This design comes from an exercise in tuning for small area, a short achievable clock period and few clock cycles per item on the open sky130 flow, not from production work.

delta:
==> flow/design.v (excerpt) <==
module UT_TOP (
    clk,
    rst_n,
    in_valid,
    in_time,
    out_valid,
    out_display,
    out_day
);
clock: 15.0 ns
lec_check: 0
abc_area: 1
cap_margin: 20
core_margin: 2
core_utilization: 40
slew_margin: 20
standard.sh (not shown) runs the stock make flow with config.mk's settings and CLKGATE_MAP_FILE= SYNTH_SCRIPT=/design/flow/synth_recipe.tcl, a recipe that flattens the netlist after the stock synthesis.
==> flow/flow/run.sh <==
#!/bin/bash
# The standard layout, with timing repair aiming at 11.0 ns of setup slack
# instead of 0, and the port buffers made with buf_4 cells; the clock and the
# constraints stay the design's.
set -o pipefail
bash standard.sh SETUP_SLACK_MARGIN=11.0 "BUFFER_PORTS_ARGS=-buffer_cell sky130_fd_sc_hd__buf_4" finish > standard.log 2>&1
What ember does differently from delta at the input level:
--- a/flow/design.v
+++ b/flow/design.v
@@ -107,55 +107,66 @@
     h0  <= (kn == 5'd9) || (kn == 5'd10);                     
     h1  <= (kn == 5'd8) || (kn == 5'd9) || (kn == 5'd10);     
     n0  <= (kn >= 5'd11) && (kn <= 5'd13);                    
     n1  <= (kn >= 5'd11) && (kn <= 5'd13);
     mon <= (kn == 5'd10) || (kn == 5'd11);                    
 end
+function [10:0] rstep;
+    input [10:0] t;
+    input [10:0] kk;
+    reg   [11:0] g, p;    
+    reg   [11:0] b;       
+    integer i;
+    reg   [11:0] G, P;
+    begin
+        for (i = 0; i < 11; i = i + 1) begin
+            g[i] = ~t[i] & kk[i];
+            p[i] = ~(t[i] ^ kk[i]);
+        end
+        g[11] = 1'b0; p[11] = 1'b0;
+        G = g; P = p;
+        for (i = 1; i < 11; i = i + 1) begin
+            G[i] = G[i] | (P[i] & G[i - 1]);
+            P[i] = P[i] & P[i - 1];
+        end
+        b[0] = 1'b0;
+        for (i = 1; i < 12; i = i + 1) b[i] = G[i - 1];
+        rstep[10] = ~b[11];
+        for (i = 0; i < 10; i = i + 1)
+            rstep[i] = t[i] ^ (rstep[10] & (kk[i] ^ b[i]));
+    end
+endfunction
 function [10:0] step;    
     input [10:0] t;
     input        m, h, n;
-    reg          q6, q9, q96;
-    reg   [10:0] d6, d9, d96;
-    begin
-        q6  = ge11(t, 11'd675);
-        q9  = ge11(t, 11'd900);
-        q96 = ge11(t, 11'd960);
-        d6  = t - 11'd675;
-        d9  = t - 11'd900;
-        d96 = t - 11'd960;
-        if (m && q6)       step = {1'b1, d6[9:0]};
-        else if (h && q9)  step = {1'b1, d9[9:0]};
-        else if (n && q96) step = {1'b1, d96[9:0]};
-        else               step = {1'b0, t[9:0]};
+    begin
+        step = rstep(t, ({11{m}} & 11'd675) | ({11{h}} & 11'd900) | ({11{n}} & 11'd960));
     end
 endfunction
 wire [10:0] s0 = step({R, L[21]}, pm0, h0, n0);
 wire [10:0] s1 = step({s0[9:0], L[20]}, pm1, h1, n1);
 wire        q0 = s0[10];
 wire        q1 = s1[10];
 function [11:0] rstep2;
     input [11:0] t;
     input [11:0] kk;
     reg   [12:0] g, p;    
     reg   [12:0] b;       
-    integer i, lvl, j;
+    integer i;
     reg   [12:0] G, P;
     begin
         for (i = 0; i < 12; i = i + 1) begin
             g[i] = ~t[i] & kk[i];
             p[i] = ~(t[i] ^ kk[i]);
         end
         g[12] = 1'b0; p[12] = 1'b0;
         G = g; P = p;
-        for (lvl = 1; lvl < 16; lvl = lvl * 2)
-            for (i = 0; i < 12; i = i + 1)
-                if ((i / lvl) % 2 == 1) begin
-                    j = (i / lvl) * lvl - 1;
-                    G[i] = G[i] | (P[i] & G[j]);
-                    P[i] = P[i] & P[j];
-                end
+        for (i = 1; i < 12; i = i + 1) begin
+            G[i] = G[i] | (P[i] & G[i - 1]);
+            P[i] = P[i] & P[i - 1];
+        end
         b[0] = 1'b0;
         for (i = 1; i < 13; i = i + 1) b[i] = G[i - 1];
         rstep2[11] = ~b[12];
         for (i = 0; i < 11; i = i + 1)
             rstep2[i] = t[i] ^ (rstep2[11] & (kk[i] ^ b[i]));
     end
Findings:
- ember — multi-input combinational gate total 136 lower, delta as reference
- Compared with delta, in ember portion of the layout cell area used by clock cells +0.54 points; finished layout cell area -4.6%.
- Required arrival time at the worst endpoint: ember vs delta up 3.10 ns
Function was not checked in any run of this note: the RTL went through the layout flow alone.

---

The RTL this note starts from:
==> flow/design.v <==
module UT_TOP (
    clk,
    rst_n,
    in_valid,
    in_time,
    out_valid,
    out_display,
    out_day
);
input        clk, rst_n, in_valid;
input [30:0] in_time;
output reg       out_valid;
output reg [3:0] out_display;
output reg [2:0] out_day;
reg [9:0]  R;      
reg [22:0] L;      
reg [10:0] R2;     
reg [7:0]  B;      
reg [3:0]  C2;     
reg [2:0]  W;      
reg        y20;    
reg        jf;     
reg        busy;
reg [4:0]  k;      
function ge11;       
    input [10:0] t;
    input [10:0] K;
    reg   [15:0] g, e;
    integer i, w;
    begin
        for (i = 0; i < 16; i = i + 1) begin
            g[i] = (i < 11) ? (t[i] & ~K[i]) : 1'b0;
            e[i] = (i < 11) ? ~(t[i] ^ K[i]) : 1'b1;
        end
        for (w = 1; w < 16; w = w * 2)
            for (i = 0; i < 16; i = i + 2 * w) begin
                g[i] = g[i + w] | (e[i + w] & g[i]);
                e[i] = e[i + w] & e[i];
            end
        ge11 = g[0] | e[0];
    end
endfunction
function ge24;       
    input [23:0] t;
    input [23:0] K;
    reg   [31:0] g, e;
    integer i, w;
    begin
        for (i = 0; i < 32; i = i + 1) begin
            g[i] = (i < 24) ? (t[i] & ~K[i]) : 1'b0;
            e[i] = (i < 24) ? ~(t[i] ^ K[i]) : 1'b1;
        end
        for (w = 1; w < 32; w = w * 2)
            for (i = 0; i < 32; i = i + 2 * w) begin
                g[i] = g[i + w] | (e[i + w] & g[i]);
                e[i] = e[i + w] & e[i];
            end
        ge24 = g[0] | e[0];
    end
endfunction
function [3:0] dd;   
    input [3:0] d;
    integer i;
    reg [3:0] v;
    begin
        dd = 4'd0;
        for (i = 0; i < 16; i = i + 1) begin
            v = (i >= 5) ? i + 3 : i;
            if (d == i) dd = v;
        end
    end
endfunction
function [2:0] m7;       
    input [2:0] w;
    input       b;
    integer i;
    reg [2:0] v;
    begin
        m7 = 3'd0;
        for (i = 0; i < 7; i = i + 1) begin
            v = (2 * i + b) % 7;
            if (w == i) m7 = v;
        end
    end
endfunction
function [2:0] wmap;     
    input [2:0] w;
    integer i;
    reg [2:0] v;
    begin
        wmap = 3'd0;
        for (i = 0; i < 7; i = i + 1) begin
            v = (i + 4) % 7;
            if (w == i) wmap = v;
        end
    end
endfunction
reg  f1, f8, f9, f10, pm, h0, n0, h1, n1, mon;
wire k8  = f8;
wire k9  = f9;
wire k10 = f10;
wire k1  = f1;
wire [4:0] kn = busy ? k + 5'd1 : 5'd1;       
always @(posedge clk) begin
    f1  <= (kn == 5'd1);
    f8  <= (kn == 5'd8);
    f9  <= (kn == 5'd9);
    f10 <= (kn == 5'd10);
    pm  <= (kn <= 5'd8);
    h0  <= (kn == 5'd9) || (kn == 5'd10) || (kn == 5'd11);    
    n0  <= (kn == 5'd12) || (kn == 5'd13) || (kn == 5'd14);   
    h1  <= (kn == 5'd9) || (kn == 5'd10);                     
    n1  <= (kn >= 5'd11) && (kn <= 5'd14);                    
    mon <= (kn == 5'd10) || (kn == 5'd11);                    
end
function [10:0] step;    
    input [10:0] t;
    input        m, h, n;
    reg   [10:0] kk;
    reg   [11:0] d;
    begin
        kk = ({11{m}} & 11'd675) | ({11{h}} & 11'd900) | ({11{n}} & 11'd960);
        d  = {1'b0, t} - {1'b0, kk};
        step = d[11] ? {1'b0, t[9:0]} : {1'b1, d[9:0]};
    end
endfunction
wire [10:0] s0 = step({R, L[22]}, pm, h0, n0);
wire [10:0] s1 = step({s0[9:0], L[21]}, pm, h1, n1);
wire        q0 = s0[10];
wire        q1 = s1[10];
function [11:0] step2;   
    input [11:0] t;
    input        mo;
    reg   [12:0] d;
    begin
        d = {1'b0, t} - (mo ? 13'd1958 : 13'd1461);
        step2 = d[12] ? {1'b0, t[10:0]} : {1'b1, d[10:0]};
    end
endfunction
wire [10:0] r2i = k10 ? {R2[10:2], 2'b01} : R2;
wire        b0  = pm ? q0 : (k9 || k10);
wire        b1  = pm ? q1 : k9;
wire [11:0] u0  = step2({r2i, b0}, mon);
wire [11:0] u1a = step2({u0[10:0], 1'b1}, mon);
wire [11:0] u1b = step2({u0[10:0], 1'b0}, mon);
wire [11:0] u1  = b1 ? u1a : u1b;
wire [7:0] bb0 = {dd(B[7:4]), dd(B[3:0])};
wire [7:0] bb1 = {bb0[6:0], u0[11]};
wire [7:0] bb2 = {dd(bb1[7:4]), dd(bb1[3:0])};
wire [7:0] bb3 = {bb2[6:0], u1[11]};
wire [2:0] wa = q0 ? m7(W, 1'b1) : m7(W, 1'b0);
wire [2:0] w2 = q1 ? m7(wa, 1'b1) : m7(wa, 1'b0);
always @(posedge clk) begin
    if (!busy) begin
        R  <= {2'b00, in_time[30:23]};
        L  <= in_time[22:0];
        R2 <= 11'd1304;
        B  <= 8'h09;
        W  <= 3'd0;
    end else begin
        if (pm || h0 || n0) begin
            R <= s1[9:0];
            L <= {L[20:0], q0, q1};
        end
        if (pm || k9 || mon) R2 <= u1[10:0];
        if (pm || k9) B <= bb3;
        if (pm) W <= w2;
        if (mon) C2 <= {C2[1:0], u0[11], u1[11]};
        if (k1) y20 <= ge24({R[7:0], L[22:7]}, 24'd7395975);
        if (k10) jf <= ge11(R2, 11'd1224);
    end
end
always @(posedge clk or negedge rst_n) begin
    if (!rst_n) begin
        busy <= 1'b0;
        k    <= 5'd0;
    end else if (in_valid) begin
        busy <= 1'b1;
        k    <= 5'd1;
    end else if (busy) begin
        k    <= k + 5'd1;
        if (k == 5'd21) busy <= 1'b0;
    end
end
wire       jfc = k10 ? ge11(R2, 11'd1224) : jf;
wire       yc  = jfc && (B[3:0] == 4'd9);
wire [3:0] yt  = yc ? inc10(B[7:4]) : B[7:4];
wire [3:0] yo  = jfc ? inc10(B[3:0]) : B[3:0];
function [3:0] inc10;    
    input [3:0] d;
    begin
        inc10 = (d == 4'd9) ? 4'd0 : {d[3] | (d[2] & d[1] & d[0]),
                                     d[2] ^ (d[1] & d[0]),
                                     d[1] ^ d[0],
                                     ~d[0]};
    end
endfunction
wire       mt = (C2 == 4'd7) || (C2 == 4'd8) || (C2 == 4'd9);
wire [3:0] mo = (C2 == 4'd7) ? 4'd0 : (C2 == 4'd8) || (C2 == 4'd10) ? 4'd1 :
                (C2 == 4'd9) || (C2 == 4'd11) ? 4'd2 : C2 + 4'd3;
reg [5:0] fld;
always @(*) begin
    if (k[4:1] == 4'd7)      fld = {1'b0, R2[10:6]};    
    else if (k[4:1] == 4'd8) fld = {1'b0, L[11:7]};     
    else if (k[4:1] == 4'd9) fld = L[6:1];              
    else                     fld = {1'b0, R[9:5]};      
end
wire [3:0] dA   = dd({1'b0, fld[5:3]});
wire [3:0] dB   = dd({dA[2:0], fld[2]});
wire [3:0] dC   = dd({dB[2:0], fld[1]});
wire [6:0] fb   = {dA[3], dB[3], dC[3], dC[2:0], fld[0]};
wire       dinc = (k[4:1] == 4'd7);                      
wire       s30  = (k[4:1] == 4'd10) && L[0];             
wire       o9   = (fb[3:0] == 4'd9);
wire [3:0] fo   = dinc ? inc10(fb[3:0]) : fb[3:0];
wire       tp1  = dinc && o9;                           
reg  [2:0] ft;
always @(*) begin
    if (tp1)                ft = (fb[5:4] == 2'd0) ? 3'd1 : (fb[5:4] == 2'd1) ? 3'd2 : 3'd3;
    else if (s30)           ft = (fb[5:4] == 2'd0) ? 3'd3 : (fb[5:4] == 2'd1) ? 3'd4 : 3'd5;
    else                    ft = fb[6:4];
end
reg [3:0] digit;
always @(*) begin
    case (k)
        5'd8:    digit = y20 ? 4'd2 : 4'd1;
        5'd9:    digit = y20 ? 4'd0 : 4'd9;
        5'd10:   digit = yt;
        5'd11:   digit = yo;
        5'd12:   digit = {3'b000, mt};
        5'd13:   digit = mo;
        default: digit = k[0] ? fo : {1'b0, ft};
    endcase
end
wire [2:0] wday   = k8 ? wmap(w2) : wmap(W);
wire       outing = busy && (k >= 5'd8);
always @(posedge clk or negedge rst_n) begin
    if (!rst_n) begin
        out_valid   <= 1'b0;
        out_display <= 4'd0;
        out_day     <= 3'd0;
    end else if (outing) begin
        out_valid   <= 1'b1;
        out_display <= digit;
        out_day     <= wday;
    end else begin
        out_valid   <= 1'b0;
        out_display <= 4'd0;
        out_day     <= 3'd0;
    end
end
endmodule
export LEC_CHECK = 0
export ABC_AREA = 1
export CAP_MARGIN = 20
export CORE_MARGIN = 2
export CORE_UTILIZATION = 40
export SLEW_MARGIN = 20
create_clock -name core_clock -period 15.0 [get_ports {clk}]
==> flow/flow/run.sh <==
#!/bin/bash
# The standard layout, with timing repair aiming at 11.2 ns of setup slack
# instead of 0; the clock and the constraints stay the design's.
set -o pipefail
bash standard.sh SETUP_SLACK_MARGIN=11.2 finish > standard.log 2>&1
Change:
--- a/flow/design.v
+++ b/flow/design.v
@@ -116,12 +116,19 @@
 function [10:0] step;    
     input [10:0] t;
     input        m, h, n;
-    reg   [10:0] kk;
-    reg   [11:0] d;
-    begin
-        kk = ({11{m}} & 11'd675) | ({11{h}} & 11'd900) | ({11{n}} & 11'd960);
-        d  = {1'b0, t} - {1'b0, kk};
-        step = d[11] ? {1'b0, t[9:0]} : {1'b1, d[9:0]};
+    reg          q6, q9, q96;
+    reg   [10:0] d6, d9, d96;
+    begin
+        q6  = ge11(t, 11'd675);
+        q9  = ge11(t, 11'd900);
+        q96 = ge11(t, 11'd960);
+        d6  = t - 11'd675;
+        d9  = t - 11'd900;
+        d96 = t - 11'd960;
+        if (m && q6)       step = {1'b1, d6[9:0]};
+        else if (h && q9)  step = {1'b1, d9[9:0]};
+        else if (n && q96) step = {1'b1, d96[9:0]};
+        else               step = {1'b0, t[9:0]};
     end
 endfunction
 wire [10:0] s0 = step({R, L[22]}, pm, h0, n0);
@@ -131,10 +138,16 @@
 function [11:0] step2;   
     input [11:0] t;
     input        mo;
-    reg   [12:0] d;
-    begin
-        d = {1'b0, t} - (mo ? 13'd1958 : 13'd1461);
-        step2 = d[12] ? {1'b0, t[10:0]} : {1'b1, d[10:0]};
+    reg          qa, qb;
+    reg   [11:0] da, db;
+    begin
+        qa = ge11(t[11:1], 11'd730) & (t[0] | ~(t[11:1] == 11'd730));    
+        qb = ge11(t[11:1], 11'd979);                                      
+        da = t - 12'd1461;
+        db = t - 12'd1958;
+        if (!mo && qa)     step2 = {1'b1, da[10:0]};
+        else if (mo && qb) step2 = {1'b1, db[10:0]};
+        else               step2 = {1'b0, t[10:0]};
     end
 endfunction
 wire [10:0] r2i = k10 ? {R2[10:2], 2'b01} : R2;
What happened:
- utilization shrinks by 0.92 points
- via count climbs by a few percent
- maximum frequency went up by roughly a tenth
No run of this note included a check of the RTL's function; only the layout flow was run.

==> port drivers added, routing unchanged <==
The flow's constraints put no driver on any port. The routed layouts listed below were extracted and timed again, unchanged, in two steps.
Step 1 (the two cells are an assumption about what drives the block):
set clk [get_ports {clk}]
set_driving_cell -lib_cell sky130_fd_sc_hd__clkbuf_16 $clk
set_driving_cell -lib_cell sky130_fd_sc_hd__buf_2 [delete_from_list [all_inputs] $clk]
Step 2 moves the port delays by t, midway between the first and last clock arrival at a register: inputs arrive t later, outputs are due t later. That takes back most of the time a late clock gives input paths.
Slacks: ideal ports / drivers / drivers and shift; pairs: ideal ports / drivers.
run	t, ns	setup slack, ns	clock arrival spread, ns
delta	0.389	11.140 / 11.098 / 11.235	0.008 / 0.007
ember	0.383	10.966 / 10.966 / 10.966	0.006 / 0.006
the first run of note 2	0.389	10.764 / 10.764 / 10.764	0.011 / 0.011
the second run of note 2	0.401	11.144 / 11.099 / 11.050	0.011 / 0.011
After both steps setup and hold are still met in every run listed. The setup slack of the second run of note 2, which loses most, moves by -0.045 ns with the drivers and by -0.094 ns with both steps.
